From an optimization exercise on the open Yosys and OpenROAD flow, aimed at small area and a short achievable clock period; shortcuts taken in it are not production practice.
Function was checked by simulation only, so behaviour that the tests miss may differ from the original.
Power figures rest on the tool's default switching activity, not on a simulated workload.

// alu16_top
module alu16_top (
    input clk,
    input [5:0] alufn,
    input [15:0] a,
    input [15:0] b,
    output reg [15:0] y
  );
Size: about 79 flip-flops, roughly 55 I/O pins, about 0.0073 mm^2 of cells after synthesis.
clock: 6.5 ns
lec_check: 0
abc_area: 1
cap_margin: 0
core_margin: 2
core_utilization: 55
cts_buf_list: sky130_fd_sc_hd__clkbuf_4 sky130_fd_sc_hd__clkbuf_8
setup_slack_margin: 3.0
slew_margin: 0
buffer_ports_args: -buffer_cell sky130_fd_sc_hd__buf_1
standard.sh (not shown) runs the stock make flow with config.mk's settings and CLKGATE_MAP_FILE= SYNTH_SCRIPT=/design/flow/synth_recipe.tcl, a recipe that flattens the netlist after the stock synthesis.
==> flow/flow/run.sh <==
#!/bin/bash
# Standard layout (the standard.sh) with two changes to its settings:
# half-adder cells are kept out of synthesis (abc maps half adders to plain
# gates), and the port buffers are the smallest buffer cell.  The tools'
# output goes to standard.log here.
set -e
cat >> "$FLOW_CONFIG" <<'EOC'
export DONT_USE_CELLS += sky130_fd_sc_hd__ha_1 sky130_fd_sc_hd__ha_2 sky130_fd_sc_hd__ha_4
export BUFFER_PORTS_ARGS = -buffer_cell sky130_fd_sc_hd__buf_1
EOC
bash standard.sh > standard.log 2>&1
Rerun with:
--- a/flow/config.mk
+++ b/flow/config.mk
@@ -6,11 +6,10 @@
 export NUM_CORES = 4
 export LEC_CHECK = 0
-export ABC_AREA = 1
-export CAP_MARGIN = 0
+export CAP_MARGIN = 20
 export CORE_MARGIN = 2
 export CORE_UTILIZATION = 55
 export CTS_BUF_LIST = sky130_fd_sc_hd__clkbuf_4 sky130_fd_sc_hd__clkbuf_8
 export SETUP_SLACK_MARGIN = 3.0
-export SLEW_MARGIN = 0
+export SLEW_MARGIN = 20
 export DONT_USE_CELLS += sky130_fd_sc_hd__ha_1 sky130_fd_sc_hd__ha_2 sky130_fd_sc_hd__ha_4
 export BUFFER_PORTS_ARGS = -buffer_cell sky130_fd_sc_hd__buf_1
Outcome:
- total power stays flat
- utilization rises by 3.8 points
- die area went down by 8.8%
- wire length came out lower by about 7%
- maximum frequency decreases by 3.1%
- final cell count went down by 27%
Rerun with:
--- a/flow/config.mk
+++ b/flow/config.mk
@@ -10,5 +10,5 @@
 export CORE_UTILIZATION = 55
 export CTS_BUF_LIST = sky130_fd_sc_hd__clkbuf_4 sky130_fd_sc_hd__clkbuf_8
-export SETUP_SLACK_MARGIN = 3.0
+export SETUP_SLACK_MARGIN = 3.6
 export SLEW_MARGIN = 20
 export DONT_USE_CELLS += sky130_fd_sc_hd__ha_1 sky130_fd_sc_hd__ha_2 sky130_fd_sc_hd__ha_4
Outcome: Worst setup slack improved by 0.14 ns; count of clock-buffer cells in the layout shrinks by 3; design area grows by 26%; die area does not change; area after synthesis stays the same.

alu16_top, a different RTL version from the one above (not shown whole).
Size in the first run: about 750 cells after synthesis, ~76 flip-flops, ~55 I/O pins.
Settings: LEC_CHECK=0, CAP_MARGIN=0, CORE_MARGIN=2, CORE_UTILIZATION=55, CTS_BUF_LIST=sky130_fd_sc_hd__clkbuf_4 sky130_fd_sc_hd__clkbuf_8, SETUP_SLACK_MARGIN=2.7, SLEW_MARGIN=0, BUFFER_PORTS_ARGS=-buffer_cell sky130_fd_sc_hd__buf_1; clock period 6.5 ns.
Scripts as last shown in full above: flow/flow/run.sh
Next try:
--- a/flow/config.mk
+++ b/flow/config.mk
@@ -12 +12 @@
-export SETUP_SLACK_MARGIN = 2.7
+export SETUP_SLACK_MARGIN = 3.15
What happened: Die area stays the same. Setup slack gains 0.39 ns. Clock skew falls by 0.0052 ns. Sequential power is about the same. Clock power rises by 6.3%. Cell area rises by 8.6%. Worst hold slack gains 0.013 ns. Synthesized cell count is unchanged. Synthesized area does not change. Cell count rises by 2.7%. First-iteration DRC count rises by 3.9%.
Next try:
--- a/flow/config.mk
+++ b/flow/config.mk
@@ -12 +12 @@
-export SETUP_SLACK_MARGIN = 3.15
+export SETUP_SLACK_MARGIN = 2.5
Hold slack degrades by 0.010 ns. Critical path depth drops by 5. Power drops by about 6%. Combinational power drops by 12%. First-iteration DRC count drops by about 14%.
Next try:
--- a/flow/config.mk
+++ b/flow/config.mk
@@ -10 +10 @@
-export CORE_UTILIZATION = 55
+export CORE_UTILIZATION = 45
@@ -12 +12 @@
-export SETUP_SLACK_MARGIN = 2.5
+export SETUP_SLACK_MARGIN = 2.9
Power increases by 1.1%.
First-iteration DRC count increases by 22%.
Critical path depth increases by 6.
Combinational power increases by about 3%.
Global-route usage decreases by 4.9 points.
Worst setup slack gets better by 0.34 ns.
Worst hold slack gets better by 0.0047 ns.
Wire length increases by 2.8%.
Maximum frequency increases by 9.6%.

[port drivers added, routing unchanged]
The flow's constraints put no driver on any port. The routed layouts listed below were extracted and timed again, unchanged, in two steps.
Step 1, drivers: a clkbuf_16 drives clk and a buf_2 each remaining input, both assumed.
Step 2, shift: input delay + t, output delay - t, t = (earliest + latest rising clock arrival at the registers) / 2. This alone moves slack from input paths to output paths.
Slacks: ideal / step 1 / step 2; pairs: ideal / step 1.
run	t, ns	setup slack, ns	worst hold slack (ns)	worst data-port slew with drivers (ns)	pins driven straight from the clock port
the first run of note 1	0.388	3.122 / 3.134 / 2.746	0.449 / 0.449 / 0.449	0.03	1
the second run of note 1	0.369	3.016 / 3.028 / 2.659	0.511 / 0.511 / 0.511	0.03	1
the third run of note 1	0.394	3.156 / 3.139 / 2.746	0.490 / 0.490 / 0.490	0.05	1
the first run of note 2	0.391	2.788 / 2.796 / 2.405	0.481 / 0.481 / 0.481	0.04	1
the second run of note 2	0.387	3.181 / 3.194 / 2.807	0.494 / 0.494 / 0.494	0.04	1
the third run of note 2	0.388	2.624 / 2.629 / 2.241	0.484 / 0.484 / 0.484	0.04	1
the fourth run of note 2	0.393	2.965 / 2.976 / 2.583	0.488 / 0.488 / 0.488	0.03	1
After both steps setup and hold are still met in every run listed. For the third run of note 1, which loses most, drivers alone change the setup slack by -0.017 ns; drivers and shift together by -0.410 ns.
